Background: an optimization exercise with open tools, aiming at small area, a short achievable clock period and few clock cycles per item. Do not read the settings as production practice.
Power is estimated from default activity; no workload was simulated.

==> umber: inputs <==
## rvv_div
module rvv_div #(
  parameter int K   = 2,          
  parameter int ADD = 1           
) (
  input  logic         clk,
  input  logic         rst_n,
  input  logic         in_valid,
  input  logic [2:0]   in_rob_entry,
  input  logic [5:0]   in_funct6,
  input  logic [2:0]   in_funct3,
  input  logic [2:0]   in_eew,
  input  logic [127:0] in_vs1,
  input  logic [127:0] in_vs2,
  input  logic [31:0]  in_rs1,
  output logic         out_valid,
  output logic [2:0]   out_rob_entry,
  output logic [127:0] out_data,
  input  logic         out_ready
);
  localparam int CW = 5;          
  function automatic logic [127:0] seg_neg(input logic [127:0] x,
                                           input logic [15:0]  neg,
                                           input logic [15:0]  st);
    logic [15:0] lo;
    logic        p;
    for (int j = 0; j < 16; j++) begin
      if (st[j] || j == 0) lo[j] = 1'b0;
      else                 lo[j] = lo[j-1] | (|x[8*(j-1) +: 8]);
    end
    for (int j = 0; j < 16; j++) begin
      p = lo[j];
      for (int b = 0; b < 8; b++) begin
        seg_neg[8*j+b] = x[8*j+b] ^ (neg[j] & p);
        p = p | x[8*j+b];
      end
    end
  endfunction
  function automatic logic [71:0] add36(input logic [35:0] a, input logic [35:0] b);
    logic [35:0] g, p, c;
    if (ADD == 0) begin
      logic [36:0] t;
      t = {1'b0, a} + {1'b0, b};
      c = {t[36], t[35:1] ^ a[35:1] ^ b[35:1]};
      add36 = {c, t[35:0]};
    end else begin
      g = a & b;
      p = a ^ b;
      if (ADD == 1) begin
        for (int l = 1; l < 36; l = l * 2)
          for (int i = 2*l-1; i < 36; i = i + 2*l) begin
            g[i] = g[i] | (p[i] & g[i-l]);
            p[i] = p[i] & p[i-l];
          end
        for (int l = 16; l >= 1; l = l / 2)
          for (int i = 3*l-1; i < 36; i = i + 2*l) begin
            g[i] = g[i] | (p[i] & g[i-l]);
            p[i] = p[i] & p[i-l];
          end
      end else if (ADD == 2) begin
        for (int k = 0; k < 6; k++)
          for (int i = 0; i < 36; i++)
            if ((i >> k) & 1) begin
              g[i] = g[i] | (p[i] & g[((i >> k) << k) - 1]);
              p[i] = p[i] & p[((i >> k) << k) - 1];
            end
      end else begin
        for (int i = 1; i < 36; i++) g[i] = g[i] | (p[i] & g[i-1]);
      end
  ...
clock: 11.5 ns
lec_check: 0
cap_margin: 40
core_margin: 2
core_utilization: 45
setup_slack_margin: 5
slew_margin: 40
run.sh (not shown) runs the stock make flow with config.mk's settings and CLKGATE_MAP_FILE= SYNTH_SCRIPT=/design/flow/synth_recipe.tcl, a recipe that flattens the netlist after the stock synthesis.
==> raven: changes against umber <==
--- a/flow/design.v
+++ b/flow/design.v
@@ -531,11 +531,11 @@
   logic [7:0]  i_b  [16];         
   logic [15:0] i_bnz;             
   logic [15:0] i_sa, i_sb;        
   logic [15:0] i_bz;              
   logic [15:0] i_ci, i_neg;
-  logic [127:0] i_d;
+  logic [127:0] i_d, i_q;
   assign i_e8  = (in_eew == 3'd2);
   assign i_e16 = (in_eew == 3'd3);
   assign i_sgn = in_funct6[0];
   assign i_rem = in_funct6[1];
   assign i_vx  = in_funct3[2];
@@ -555,10 +555,11 @@
       i_ci[j]  = ~i_sb[j];
       i_neg[j] = i_rem ? i_sa[j] : (i_sa[j] ^ i_sb[j]) & ~i_bz[j];
       i_d[8*j +: 8] = i_sb[j] ? i_b[j] : ~i_b[j];
     end
   end
+  assign i_q = seg_neg(in_vs2, i_sa, i_st);
   logic [127:0]  d_q;             
   logic [15:0]   ci_q;            
   logic [15:0]   neg_q;           
   logic          e8_q, e16_q, rem_q;
   logic [2:0]    rob_q;
@@ -596,11 +597,11 @@
   always_ff @(posedge clk) begin
     if (run_q) begin
       q_q <= q_it;
       r_q <= r_it;
     end else if (!done_q) begin
-      q_q <= nx;
+      q_q <= i_q;
       r_q <= '0;
     end
   end
   logic [15:0] st;
   always_comb
@@ -649,14 +650,9 @@
     r_it = r;
     for (int i = 0; i < 128; i++)
       if (i % 8 < K && (i < 8 || st[i/8])) q_it[i] = qb[K-1-(i%8)][i/8];
       else                                 q_it[i] = q_q[i-K];
   end
-  logic         idle;
-  logic [127:0] nx;
-  assign idle = ~run_q & ~done_q;
-  assign nx   = seg_neg(idle ? in_vs2 : rem_q ? r_q : q_q,
-                        idle ? i_sa : neg_q, idle ? i_st : st);
   assign out_valid     = done_q;
   assign out_rob_entry = rob_q;
-  assign out_data      = nx;
+  assign out_data      = seg_neg(rem_q ? r_q : q_q, neg_q, st);
 endmodule
==> juniper: changes against umber <==
--- a/flow/design.v
+++ b/flow/design.v
@@ -454,11 +454,11 @@
 typedef enum logic [0:0]{
   DIV_SIGN, 
   DIV_ZERO
 } DIV_SIGN_SRC_e;   
 module rvv_div #(
-  parameter int K   = 2,          
+  parameter int K   = 1,          
   parameter int ADD = 1           
 ) (
   input  logic         clk,
   input  logic         rst_n,
   input  logic         in_valid,
@@ -511,115 +511,141 @@
         for (int l = 16; l >= 1; l = l / 2)
           for (int i = 3*l-1; i < 36; i = i + 2*l) begin
             g[i] = g[i] | (p[i] & g[i-l]);
             p[i] = p[i] & p[i-l];
           end
-      end else if (ADD == 2) begin
+      end else begin
         for (int k = 0; k < 6; k++)
           for (int i = 0; i < 36; i++)
             if ((i >> k) & 1) begin
               g[i] = g[i] | (p[i] & g[((i >> k) << k) - 1]);
               p[i] = p[i] & p[((i >> k) << k) - 1];
             end
-      end else begin
-        for (int i = 1; i < 36; i++) g[i] = g[i] | (p[i] & g[i-1]);
       end
       add36 = {g, a ^ b ^ {g[34:0], 1'b0}};
     end
   endfunction
   logic        i_e8, i_e16, i_sgn, i_rem, i_vx;
   logic [15:0] i_st;              
-  logic [7:0]  i_b  [16];         
-  logic [15:0] i_bnz;             
   logic [15:0] i_sa, i_sb;        
-  logic [15:0] i_bz;              
-  logic [15:0] i_ci, i_neg;
+  logic [15:0] i_sv;              
+  logic        i_sr;              
+  logic [31:0] i_rx;              
   logic [127:0] i_d;
   assign i_e8  = (in_eew == 3'd2);
   assign i_e16 = (in_eew == 3'd3);
   assign i_sgn = in_funct6[0];
   assign i_rem = in_funct6[1];
   assign i_vx  = in_funct3[2];
+  assign i_sr = i_sgn & (i_e8 ? in_rs1[7] : i_e16 ? in_rs1[15] : in_rs1[31]);
+  assign i_rx = in_rs1 ^ {32{~i_sr}};
   always_comb begin
     for (int j = 0; j < 16; j++) begin
       i_st[j] = i_e8 | (i_e16 & (j % 2 == 0)) | (j % 4 == 0);
-      if (i_vx) i_b[j] = i_e8 ? in_rs1[7:0] : i_e16 ? in_rs1[8*(j%2) +: 8] : in_rs1[8*(j%4) +: 8];
-      else      i_b[j] = in_vs1[8*j +: 8];
-      i_bnz[j] = |i_b[j];
-    end
-    for (int j = 0; j < 16; j++) begin
       i_sa[j] = i_sgn & (i_e8 ? in_vs2[8*j+7] : i_e16 ? in_vs2[8*(j|1)+7] : in_vs2[8*(j|3)+7]);
-      i_sb[j] = i_sgn & (i_e8 ? i_b[j][7]     : i_e16 ? i_b[j|1][7]       : i_b[j|3][7]);
-      i_bz[j] = i_e8  ? ~i_bnz[j] :
-                i_e16 ? ~(i_bnz[j & ~1] | i_bnz[j | 1]) :
-                        ~(|i_bnz[(j & ~3) +: 4]);
-      i_ci[j]  = ~i_sb[j];
-      i_neg[j] = i_rem ? i_sa[j] : (i_sa[j] ^ i_sb[j]) & ~i_bz[j];
-      i_d[8*j +: 8] = i_sb[j] ? i_b[j] : ~i_b[j];
+      i_sv[j] = i_sgn & (i_e8 ? in_vs1[8*j+7] : i_e16 ? in_vs1[8*(j|1)+7] : in_vs1[8*(j|3)+7]);
+      i_sb[j] = i_vx ? i_sr : i_sv[j];
+      i_d[8*j +: 8] = i_vx ? (i_e8  ? i_rx[7:0] :
+                              i_e16 ? i_rx[8*(j%2) +: 8] : i_rx[8*(j%4) +: 8])
+                           : in_vs1[8*j +: 8] ^ {8{~i_sv[j]}};
     end
   end
+  function automatic logic mag_bit(input logic [127:0] a, input logic sgn,
+                                   input int lsb, input int w, input int s);
+    logic below;
+    below = 1'b0;
+    for (int i = lsb; i < lsb + w - 1 - s; i++) below = below | a[i];
+    mag_bit = a[lsb+w-1-s] ^ (sgn & a[lsb+w-1] & below);
+  endfunction
+  logic [15:0] i_qn [K];
+  always_comb
+    for (int s = 0; s < K; s++)
+      for (int j = 0; j < 16; j++)
+        i_qn[s][j] = i_e8  ? mag_bit(in_vs2, i_sgn, 8*j, 8, s) :
+                     i_e16 ? mag_bit(in_vs2, i_sgn, 16*(j/2), 16, s) :
+                             mag_bit(in_vs2, i_sgn, 32*(j/4), 32, s);
   logic [127:0]  d_q;             
   logic [15:0]   ci_q;            
-  logic [15:0]   neg_q;           
+  logic [15:0]   sa_q;            
+  logic [15:0]   st_q;            
   logic          e8_q, e16_q, rem_q;
   logic [2:0]    rob_q;
   always_ff @(posedge clk) begin
     d_q   <= i_d;
-    ci_q  <= i_ci;
-    neg_q <= i_neg;
+    ci_q  <= ~i_sb;
+    sa_q  <= i_sa;
+    st_q  <= i_st;
     e8_q  <= i_e8;
     e16_q <= i_e16;
     rem_q <= i_rem;
     rob_q <= in_rob_entry;
   end
-  logic          run_q, done_q;
+  logic          run_q, fix_q, done_q, first_q;
   logic [CW-1:0] cnt_q;
   logic [127:0]  q_q, r_q;        
-  logic [127:0]  q_it, r_it;
+  logic [127:0]  q_it, r_it, nx;
+  logic          idle, need_fix;
+  logic [15:0]   qn_q [K];        
+  assign idle = ~run_q & ~fix_q & ~done_q;
+  assign need_fix = rem_q | (|neg);
   always_ff @(posedge clk or negedge rst_n) begin
     if (!rst_n) begin
       run_q  <= 1'b0;
+      fix_q  <= 1'b0;
       done_q <= 1'b0;
       cnt_q  <= '0;
     end else if (run_q) begin
       cnt_q <= cnt_q - 1'b1;
       if (cnt_q == '0) begin
         run_q  <= 1'b0;
-        done_q <= 1'b1;
+        fix_q  <= need_fix;
+        done_q <= ~need_fix;
       end
+    end else if (fix_q) begin
+      fix_q  <= 1'b0;
+      done_q <= 1'b1;
     end else if (done_q) begin
       if (out_ready) done_q <= 1'b0;
     end else if (in_valid) begin
       run_q <= 1'b1;
       cnt_q <= i_e8 ? CW'(8/K - 1) : i_e16 ? CW'(16/K - 1) : CW'(32/K - 1);
     end
   end
   always_ff @(posedge clk) begin
-    if (run_q) begin
-      q_q <= q_it;
-      r_q <= r_it;
-    end else if (!done_q) begin
-      q_q <= nx;
-      r_q <= '0;
+    first_q <= idle;
+    r_q <= idle ? '0 : r_it;
+    if (idle)       q_q <= in_vs2;
+    else if (run_q) q_q <= q_it;
+    else if (fix_q) q_q <= nx;
+    for (int s = 0; s < K; s++)
+      for (int j = 0; j < 16; j++)
+        if (idle)
+          qn_q[s][j] <= i_qn[s][j];
+        else
+          qn_q[s][j] <= e8_q  ? nx[8*j+7-K-s] :
+                        e16_q ? nx[8*(j|1)+7-K-s] : nx[8*(j|3)+7-K-s];
+  end
+  logic [15:0] st, d1, bz, neg;
+  assign st = st_q;
+  always_comb begin
+    for (int j = 0; j < 16; j++) d1[j] = &d_q[8*j +: 8];
+    for (int j = 0; j < 16; j++) begin
+      bz[j]  = ci_q[j] & (e8_q ? d1[j] : e16_q ? d1[j & ~1] & d1[j | 1] : &d1[(j & ~3) +: 4]);
+      neg[j] = rem_q ? sa_q[j] : (sa_q[j] ^ ~ci_q[j]) & ~bz[j];
     end
   end
-  logic [15:0] st;
-  always_comb
-    for (int j = 0; j < 16; j++)
-      st[j] = e8_q | (e16_q & (j % 2 == 0)) | (j % 4 == 0);
+  assign nx = seg_neg((fix_q & rem_q) ? r_q : q_q,
+                      fix_q ? neg : first_q ? sa_q : 16'h0, st);
   logic [127:0] r, rt, sm;
   logic [15:0]  qin, co, acc;
   logic [15:0]  qb [K];
   logic [35:0]  ga, gb;
   logic [71:0]  gs;
-  logic         x, y;
   always_comb begin
     r = r_q;
     for (int s = 0; s < K; s++) begin
-      for (int j = 0; j < 16; j++)
-        qin[j] = e8_q  ? q_q[8*j+7-s] :
-                 e16_q ? q_q[8*(j|1)+7-s] : q_q[8*(j|3)+7-s];
+      qin = qn_q[s];
       for (int i = 0; i < 128; i++)
         if (i % 8 == 0 && (i == 0 || st[i/8])) rt[i] = qin[i/8];
         else                                   rt[i] = r[i-1];
       for (int g = 0; g < 4; g++) begin
         ga = '0;
@@ -647,16 +673,11 @@
       qb[s] = acc;
     end
     r_it = r;
     for (int i = 0; i < 128; i++)
       if (i % 8 < K && (i < 8 || st[i/8])) q_it[i] = qb[K-1-(i%8)][i/8];
-      else                                 q_it[i] = q_q[i-K];
+      else                                 q_it[i] = nx[i-K];
   end
-  logic         idle;
-  logic [127:0] nx;
-  assign idle = ~run_q & ~done_q;
-  assign nx   = seg_neg(idle ? in_vs2 : rem_q ? r_q : q_q,
-                        idle ? i_sa : neg_q, idle ? i_st : st);
   assign out_valid     = done_q;
   assign out_rob_entry = rob_q;
-  assign out_data      = nx;
+  assign out_data      = q_q;
 endmodule
==> flow/flow/run.sh (new file) <==
#!/bin/bash
set -euo pipefail
bash standard.sh SETUP_SLACK_MARGIN=7.9 "BUFFER_PORTS_ARGS=-buffer_cell sky130_fd_sc_hd__buf_1" finish > standard.log 2>&1
==> flow/standard.sh (new file) <==
#!/bin/bash
# synth_recipe.tcl (not shown) runs the flow's synth.tcl, then flattens the netlist and writes it again
# the make line also repeats each setting of config.mk as NAME=value (left out here)
make -C /OpenROAD-flow-scripts/flow DESIGN_CONFIG=/design/flow/config.mk WORK_HOME=/design/flow/orfs CLKGATE_MAP_FILE= SYNTH_SCRIPT=/design/flow/synth_recipe.tcl "${@:-finish}"
- SETUP_SLACK_MARGIN: 5 -> unset
removed: flow/run.sh
==> summary.txt <==
|  | juniper | raven | umber |
|---|---|---|---|
| Row Count | 96 | 109 | 108 |
| Most frequent standard cell in the layout excluding fill and tap cells | buf_1 | nand2_1 | buf_4 |
| Power in sequential cells | 3.32 mW | 3.55 mW | 3.45 mW |
| Run status | complete, no violations | complete, no violations | complete, no violations |
| Vias per cell | 6.19 | 5.99 | 6.07 |
| Category of the most critical setup path | in -> reg | reg -> reg | in -> out |
| Worst reg2reg path startpoint | fix_q | e16_q | e16_q |
| FFs & Latches | 448 | 429 | 429 |
| Vias | 30900 | 38700 | 38800 |
| Static leakage power | 16.4 nW | 22.0 nW | 23.6 nW |
| Complex-gate fraction of the synthesized area | 0.218 | 0.196 | 0.182 |
| Fraction of cell area in non-clock buffers | 0.0934 | 0.144 | 0.164 |
| Length of routed met2 wiring | 59200 um | 72500 um | 74700 um |
| Logic depth of the worst setup path including buffers | 9 | 29 | 14 |
No run of this note included a check of the RTL's function; only the layout flow was run.

-- static timing again, ports no longer ideal --
How much do the figures lean on ideal ports? The routed layouts below were timed once more, with nothing changed but the port constraints.
Step 1 assumes that a clkbuf_16 drives the clock port and a buf_2 every other input.
Step 2 times the ports against the registers' clock, not the clock port: input delays grow and output delays shrink by t, the midpoint of the rising clock arrivals with the driver on.
Three values: ideal, step 1, step 2; two values: the first two.
run	t (ns)	setup slack, ns	worst setup path at the end
umber	0.720	4.422 / 4.388 / 4.392	input to output
raven	0.698	5.010 / 5.010 / 4.424	input to register
juniper	0.675	7.665 / 7.690 / 7.015	input to register
After both steps setup and hold are still met in every run listed. The setup slack of juniper, which loses most, moves by +0.025 ns with the drivers and by -0.650 ns with both steps.
